This design comes from an exercise in tuning for small area and a short achievable clock period on the open sky130 flow, not from production work.
In this exercise RTL edits were held to simulation tests only and were not proved equivalent to the original.
Power and IR drop assume default switching activity.

==> flow/design.v (excerpt) <==
module  LDL_rr_pri_v1
#(parameter
    BIN_WIDTH  =  5
   ,COS_WIDTH  =  3
   ,USER_WIDTH =  8
   ,REQ_WIDTH  = (1 << BIN_WIDTH)
)(
     input                          clk
   , input                          rst
   , input       [REQ_WIDTH -1:0]   req
   , input       [REQ_WIDTH*COS_WIDTH -1:0]  icos   
   , input       [REQ_WIDTH*USER_WIDTH -1:0]  iuser
   , input                          ready
   ,output       [REQ_WIDTH -1:0]   ack
   ,output reg   [BIN_WIDTH -1:0]   bin
   ,output reg                      valid
   ,output reg   [USER_WIDTH -1:0]  ouser
   ,output reg   [ COS_WIDTH -1:0]  ocos
);
Size: ~780 cells after synthesis, ~17 flip-flops, about 440 I/O pins.
Settings: LEC_CHECK=0, CAP_MARGIN=20, CORE_AREA=2 2 148 148, DIE_AREA=0 0 150 150, SLEW_MARGIN=20; clock period 60.0 ns.
standard.sh (not shown) runs the stock make flow with config.mk's settings and CLKGATE_MAP_FILE= SYNTH_SCRIPT=/design/flow/synth_recipe.tcl, a recipe that flattens the netlist after the stock synthesis.
==> flow/flow/run.sh <==
#!/bin/bash
# Layout flow: the standard ORFS flow (standard.sh) with three changes:
#  - synthesis maps the logic with flow/area.abc (an area-oriented ABC script) instead of
#    ORFS's abc script; everything else in synthesis is the standard flow's own script, unchanged;
#  - the port buffers are the smallest plain buffer (buf_1);
#  - extra make settings from flow/knobs.txt, one NAME=value per line.
set -euo pipefail
W=$PWD
# The standard flow's synthesis script as standard.sh names it
ORIG=$(grep -o 'SYNTH_SCRIPT=[^ ]*' standard.sh | head -1 | cut -d= -f2- | tr -d "'")
cat > "$W/my_synth.tcl" <<EOT
proc abc {args} {
  set i [lsearch -exact \$args -script]
  if {\$i >= 0} { lset args [expr {\$i + 1}] {$W/flow/area.abc} }
  yosys abc {*}\$args
}
source {$ORIG}
EOT
KNOBS=()
if [[ -f flow/knobs.txt ]]; then
  while IFS= read -r l; do [[ -n "$l" ]] && KNOBS+=("$l"); done < flow/knobs.txt
fi
bash standard.sh "SYNTH_SCRIPT=$W/my_synth.tcl" \
  "BUFFER_PORTS_ARGS=-buffer_cell sky130_fd_sc_hd__buf_1" "${KNOBS[@]}" finish > standard.log 2>&1
==> flow/flow/area.abc <==
strash
dc2
dch -f
amap
topo
buffer -c
upsize -c
dnsize -c
Rerun with:
Settings changed: CORE_AREA 2 2 148 148 to 2 2 108 108, DIE_AREA 0 0 150 150 to 0 0 110 110.
What happened: With this change the flow did not get past I/O pin placement (3_2_place_iop) on PPL-0024; synthesized cell count does not change; area after synthesis is unchanged.

---

The RTL this note starts from:
==> flow/design.v <==
module  LDL_hot2bin_pri_v1
#(parameter
    BIN_WIDTH =  4
   ,HOT_WIDTH = (1 << BIN_WIDTH)
)(
     input       [HOT_WIDTH -1:0]  x
   ,output reg   [BIN_WIDTH -1:0]  y
   ,output                         valid
);
always @* begin
    y = {BIN_WIDTH{1'b0}};
    for (int j=HOT_WIDTH -1; j>=0; j--)  
        if (x[j]) begin
            y = j[BIN_WIDTH -1:0];
        end
end
assign  valid =  |x;
endmodule  
module  LDL_bin2hot_v1
#(parameter
    BIN_WIDTH =  8
   ,HOT_WIDTH = (1<<BIN_WIDTH)
)(
     input                         en
   , input       [BIN_WIDTH -1:0]  x
   ,output reg   [HOT_WIDTH -1:0]  y
);
always @* begin
    y = {HOT_WIDTH{1'b0}};
    if (en) y[x] = 1'b1;
end
endmodule  
module  LDL_rr_v1
#(parameter
    BIN_WIDTH  =  3
   ,USER_WIDTH =  1
   ,REQ_WIDTH  = (1 << BIN_WIDTH)
)(
     input                          clk
   , input                          rst
   , input       [REQ_WIDTH -1:0]   req
   , input       [REQ_WIDTH -1:0][USER_WIDTH -1:0]  iuser
   , input                          ready
   ,output reg                      valid
   ,output       [REQ_WIDTH -1:0]   ack
   ,output reg   [BIN_WIDTH -1:0]   bin
   ,output reg   [USER_WIDTH -1:0]  ouser
);
reg  [REQ_WIDTH -1:0]  msb_mask;
always @* begin
    msb_mask = {REQ_WIDTH{1'b1}};
    msb_mask =  msb_mask << (bin + 1'b1);
end
reg  [REQ_WIDTH -1:0]  lsb_mask;
always @* begin
    lsb_mask = ~msb_mask;
    lsb_mask[bin] =  ~valid;  
end
wire [BIN_WIDTH -1:0]  msb_bin, lsb_bin, nx;
wire                   msb_vld, lsb_vld;
LDL_hot2bin_pri_v1 #(
        .BIN_WIDTH              ( BIN_WIDTH              )
    )
    msb_pri (
        .x                      ( req & msb_mask         ),  
        .y                      ( msb_bin                ),  
        .valid                  ( msb_vld                )   
    );
LDL_hot2bin_pri_v1 #(
        .BIN_WIDTH              ( BIN_WIDTH              )
    )
    lsb_pri (
        .x                      ( req & lsb_mask         ),  
        .y                      ( lsb_bin                ),  
        .valid                  ( lsb_vld                )   
    );
wire  vld = msb_vld | lsb_vld;
assign nx = msb_vld ? msb_bin : lsb_bin;
    always @(posedge clk, posedge rst)
begin
    if (rst) begin
        valid <=  1'b0;
        bin   <= { BIN_WIDTH{1'b0}};
        ouser <= {USER_WIDTH{1'b0}};
    end
    else if (~valid || ready) begin
        valid <= vld;
        if (vld) begin  
            bin <= nx;
            ouser <= iuser[nx];
        end
    end
end
LDL_bin2hot_v1 #(
        .BIN_WIDTH              ( BIN_WIDTH              ) 
    )
    bin2hot (
        .en                     ( valid                  ),  
        .x                      ( bin                    ),  
        .y                      ( ack                    )   
    );
endmodule  
module  LDL_rr_pri_v1
#(parameter
    BIN_WIDTH  =  5
   ,COS_WIDTH  =  3
   ,USER_WIDTH =  8
   ,REQ_WIDTH  = (1 << BIN_WIDTH)
)(
     input                          clk
   , input                          rst
   , input       [REQ_WIDTH -1:0]   req
   , input       [REQ_WIDTH*COS_WIDTH -1:0]  icos   
   , input       [REQ_WIDTH*USER_WIDTH -1:0]  iuser
   , input                          ready
   ,output       [REQ_WIDTH -1:0]   ack
   ,output reg   [BIN_WIDTH -1:0]   bin
   ,output reg                      valid
   ,output reg   [USER_WIDTH -1:0]  ouser
   ,output reg   [ COS_WIDTH -1:0]  ocos
);
reg  [COS_WIDTH -1:0]  max_cos;
reg  [REQ_WIDTH -1:0]  run;
always @* begin
    run = req;
    for (int b=COS_WIDTH-1; b>=0; b--) begin
        max_cos[b] = 1'b0;
        for (int i=0; i<REQ_WIDTH; i++)
            max_cos[b] = max_cos[b] | (run[i] & icos[i*COS_WIDTH + b]);
        for (int i=0; i<REQ_WIDTH; i++)
            run[i] = run[i] & (icos[i*COS_WIDTH + b] | ~max_cos[b]);
    end
end
wire [REQ_WIDTH -1:0]  cand = run & ~{1'b0, ack[REQ_WIDTH-2:0]};
reg  [REQ_WIDTH -1:0]  upper;
always @* begin
    for (int i=0; i<REQ_WIDTH; i++)
        upper[i] = (i > bin) || (bin == REQ_WIDTH-1);
end
wire [REQ_WIDTH -1:0]  cu = cand & upper;
function automatic [REQ_WIDTH -1:0] pre_or(input [REQ_WIDTH -1:0] x);
    reg [REQ_WIDTH -1:0] p;
    p = x;
    for (int l=0; l<BIN_WIDTH; l++)
        for (int i=0; i<REQ_WIDTH; i++)
            if (i[l]) p[i] = p[i] | p[((i >> l) << l) - 1];
    pre_or = {p[REQ_WIDTH-2:0], 1'b0};
endfunction
wire [REQ_WIDTH -1:0]  pre_u = pre_or(cu);
wire [REQ_WIDTH -1:0]  pre_a = pre_or(cand);
wire                   any_u = |cu;
wire                   any   = |cand;
wire [REQ_WIDTH -1:0]  gnt   = any_u ? (cu & ~pre_u) : (cand & ~pre_a);
reg  [BIN_WIDTH -1:0]  nx_bin;
reg  [USER_WIDTH -1:0] nx_user;
always @* begin
    nx_bin  = {BIN_WIDTH{1'b0}};
    nx_user = {USER_WIDTH{1'b0}};
    for (int i=0; i<REQ_WIDTH; i++) begin
        nx_bin  = nx_bin  | ({BIN_WIDTH{gnt[i]}} & i[BIN_WIDTH-1:0]);
        nx_user = nx_user | ({USER_WIDTH{gnt[i]}} & iuser[i*USER_WIDTH +: USER_WIDTH]);
    end
end
    always @(posedge clk, posedge rst)
begin
    if (rst) begin
        valid <= 1'b0;
        bin   <= {BIN_WIDTH{1'b0}};
        ocos  <= {COS_WIDTH{1'b0}};
        ouser <= {USER_WIDTH{1'b0}};
    end
    else if (~valid || ready) begin
        valid <= any;
        if (any) begin
            bin   <= nx_bin;
            ocos  <= max_cos;
            ouser <= nx_user;
        end
    end
end
assign  ack = valid ? ({{(REQ_WIDTH-1){1'b0}}, 1'b1} << bin) : {REQ_WIDTH{1'b0}};
endmodule  
==> flow/config.mk <==
export PLATFORM = sky130hd
export DESIGN_NAME = LDL_rr_pri_v1
export DESIGN_NICKNAME = LDL_rr_pri_v1
export VERILOG_FILES = /design/flow/design.v
export SDC_FILE = /design/flow/constraint.sdc
export NUM_CORES = 4
export LEC_CHECK = 0
export CAP_MARGIN = 20
export CORE_AREA = 5 5 185 185
export DIE_AREA = 0 0 190 190
export SLEW_MARGIN = 20
==> flow/constraint.sdc <==
create_clock -name core_clock -period 60.0 [get_ports {clk}]
set_input_delay 12.0000 -clock core_clock [delete_from_list [all_inputs] [get_ports {clk}]]
set_output_delay 12.0000 -clock core_clock [all_outputs]
set_load 0.01 [all_outputs]
==> flow/flow/knobs.txt <==
SETUP_SLACK_MARGIN=43
Scripts as last shown in full above: flow/flow/run.sh, flow/flow/area.abc
Change:
==> flow/flow/knobs.txt (replaced) <==
PLACE_PINS_ARGS=-min_distance 1 -min_distance_in_tracks
CORE_AREA = 2 2 108 108   (was 5 5 185 185)
DIE_AREA = 0 0 110 110   (was 0 0 190 190)
The new run finished clean.
Cell count went down by a quarter to a third.
Hold slack improved by 0.0065 ns.
Via count went down by a few percent.
Clock skew barely changes.
Routed wire length went down by well over a third.
Setup slack got worse by 1.2 ns.
Cell area went down by a quarter to a third.
Die area went down by well over a third.
Clock-buffer cell count does not change.
Register-to-register slack got worse by 0.47 ns.
Sequential power is about the same.

---

Another version of the RTL of LDL_rr_pri_v1 (not shown whole).
Size in the first run: roughly 780 cells after synthesis, about 17 flip-flops, about 440 I/O pins.
==> flow/design.v (excerpt) <==
module  LDL_rr_pri_v1
#(parameter
    BIN_WIDTH  =  5
   ,COS_WIDTH  =  3
   ,USER_WIDTH =  8
   ,REQ_WIDTH  = (1 << BIN_WIDTH)
)(
     input                          clk
   , input                          rst
   , input       [REQ_WIDTH -1:0]   req
   , input       [REQ_WIDTH*COS_WIDTH -1:0]  icos   
   , input       [REQ_WIDTH*USER_WIDTH -1:0]  iuser
   , input                          ready
   ,output       [REQ_WIDTH -1:0]   ack
   ,output reg   [BIN_WIDTH -1:0]   bin
   ,output reg                      valid
   ,output reg   [USER_WIDTH -1:0]  ouser
   ,output reg   [ COS_WIDTH -1:0]  ocos
);
clock: 60.0 ns
lec_check: 0
cap_margin: 20
core_area: 2 2 148 148
die_area: 0 0 150 150
slew_margin: 70
synth_hierarchical: 1
==> flow/flow/run.sh <==
#!/bin/bash
# Layout flow: the standard ORFS flow (standard.sh) with these changes:
#  - synthesis maps the logic with ABC scripts of our own: the modules named in
#    flow/fast_modules.txt with flow/fast.abc, then everything else with
#    flow/area.abc; the rest of synthesis is the standard flow's own script, unchanged;
#  - the port buffers are the smallest plain buffer (buf_1);
#  - the cells in flow/area_dont_use.txt (one per line) are kept out of the
#    flow/area.abc mapping;
#  - extra make settings from flow/knobs.txt, one NAME=value per line.
set -euo pipefail
W=$PWD
# The standard flow's synthesis script as standard.sh names it
ORIG=$(grep -o 'SYNTH_SCRIPT=[^ ]*' standard.sh | head -1 | cut -d= -f2- | tr -d "'")
AREA_DU=""
if [[ -f flow/area_dont_use.txt ]]; then
  while IFS= read -r c; do [[ -n "$c" ]] && AREA_DU+=" -dont_use $c"; done < flow/area_dont_use.txt
fi
FAST=""
if [[ -f flow/fast_modules.txt ]]; then FAST=$(tr '\n' ' ' < flow/fast_modules.txt); fi
cat > "$W/my_synth.tcl" <<EOT
proc abc {args} {
  set i [lsearch -exact \$args -script]
  set fast \$args
  set area \$args
  if {\$i >= 0} {
    lset fast [expr {\$i + 1}] {$W/flow/fast.abc}
    lset area [expr {\$i + 1}] {$W/flow/area.abc}
  }
  foreach m {$FAST} { yosys abc {*}\$fast \$m }
  yosys abc {*}\$area$AREA_DU
}
source {$ORIG}
EOT
KNOBS=()
if [[ -f flow/knobs.txt ]]; then
  while IFS= read -r l; do [[ -n "$l" ]] && KNOBS+=("$l"); done < flow/knobs.txt
fi
bash standard.sh "SYNTH_SCRIPT=$W/my_synth.tcl" \
  "BUFFER_PORTS_ARGS=-buffer_cell sky130_fd_sc_hd__buf_1" "${KNOBS[@]}" finish > standard.log 2>&1
==> flow/flow/area.abc <==
strash
dc2
&get -n
&st
&dch -f
&nf -R 100
&put
topo
buffer -c
upsize -c
dnsize -c
==> flow/flow/area_dont_use.txt <==
sky130_fd_sc_hd__nor4_1
sky130_fd_sc_hd__nor4b_1
sky130_fd_sc_hd__nor4bb_1
==> flow/flow/fast.abc <==
strash
dch
map -B 0.9
topo
stime -c
buffer -c
upsize -c
dnsize -c
==> flow/flow/fast_modules.txt <==
LDL_rr_first32
Next try:
--- a/flow/flow/run.sh
+++ b/flow/flow/run.sh
@@ -5,6 +5,4 @@
 #    flow/area.abc; the rest of synthesis is the standard flow's own script, unchanged;
 #  - the port buffers are the smallest plain buffer (buf_1);
-#  - the cells in flow/area_dont_use.txt (one per line) are kept out of the
-#    flow/area.abc mapping;
 #  - extra make settings from flow/knobs.txt, one NAME=value per line.
 set -euo pipefail
@@ -12,8 +10,4 @@
 # The standard flow's synthesis script as standard.sh names it
 ORIG=$(grep -o 'SYNTH_SCRIPT=[^ ]*' standard.sh | head -1 | cut -d= -f2- | tr -d "'")
-AREA_DU=""
-if [[ -f flow/area_dont_use.txt ]]; then
-  while IFS= read -r c; do [[ -n "$c" ]] && AREA_DU+=" -dont_use $c"; done < flow/area_dont_use.txt
-fi
 FAST=""
 if [[ -f flow/fast_modules.txt ]]; then FAST=$(tr '\n' ' ' < flow/fast_modules.txt); fi
@@ -28,5 +22,5 @@
   }
   foreach m {$FAST} { yosys abc {*}\$fast \$m }
-  yosys abc {*}\$area$AREA_DU
+  yosys abc {*}\$area
 }
 source {$ORIG}
removed: flow/flow/area_dont_use.txt
Synthesized cell count is lower by 3.6%.
Clock-buffer cell count is unchanged.
Worst hold slack got worse by 0.026 ns.
Core utilization went down by 0.14 points.
Via count decreases by 1.1%.
Setup slack gets better by 0.22 ns.
First-iteration DRC count goes up by 5.5%.
Next try:
Settings changed: SLEW_MARGIN 70 to 20.
=> Fmax drops by 6.8%. Setup slack is worse by 1.4 ns. Cell area falls by about 5%. Synthesized area stays the same. Global-route usage came out higher by 0.32 points. Clock skew hardly moves. First-iteration DRC count falls by 2.0%.
Next try:
==> flow/flow/area.abc (replaced) <==
strash
dc2
&get -n
&st
&dch -f
&nf -R 50
&put
topo
buffer -c
upsize -c
dnsize -c
Settings changed: SLEW_MARGIN 20 to 70.
The changed run ran to the end with no violations.
Fmax increases by a few percent.
Combinational power increases by roughly a tenth.
Die area does not change.

static timing again, ports no longer ideal:
The results above use ideal ports. As a check the final layouts listed here were re-extracted and re-timed, cells and wires unchanged.
Step 1 assumes that a clkbuf_16 drives the clock port and a buf_2 every other input.
Step 2 moves the port delays by t, midway between the first and last clock arrival at a register: inputs arrive t later, outputs are due t later. That takes back most of the time a late clock gives input paths.
Slacks: no drivers / after step 1 / after step 2; pairs: no drivers / after step 1.
| run | t, ns | setup WS [ns] | hold WS [ns] | latest minus earliest clock arrival (ns) | worst slew at a driven data input, ns |
|---|---|---|---|---|---|
| the first run of note 1 | 0.277 | 37.382 / 37.379 / 37.102 | 0.486 / 0.486 / 0.486 | 0.005 / 0.005 | 0.11 |
| the first run of note 2 | 0.280 | 39.523 / 39.503 / 39.223 | 0.490 / 0.490 / 0.490 | 0.008 / 0.008 | 0.11 |
| the second run of note 2 | 0.267 | 38.353 / 38.344 / 38.077 | 0.497 / 0.497 / 0.497 | 0.006 / 0.006 | 0.09 |
| the first run of note 3 | 0.282 | 40.264 / 40.273 / 39.990 | 0.532 / 0.532 / 0.532 | 0.013 / 0.013 | 0.09 |
| the second run of note 3 | 0.283 | 40.485 / 40.487 / 40.204 | 0.506 / 0.506 / 0.506 | 0.009 / 0.010 | 0.09 |
| the third run of note 3 | 0.293 | 39.072 / 39.082 / 38.789 | 0.510 / 0.510 / 0.510 | 0.011 / 0.011 | 0.08 |
| the fourth run of note 3 | 0.291 | 39.822 / 39.824 / 39.533 | 0.502 / 0.502 / 0.502 | 0.010 / 0.010 | 0.14 |
After both steps every run listed still meets setup and hold. The setup slack of the first run of note 2, which loses most, moves by -0.020 ns with the drivers and by -0.300 ns with both steps.
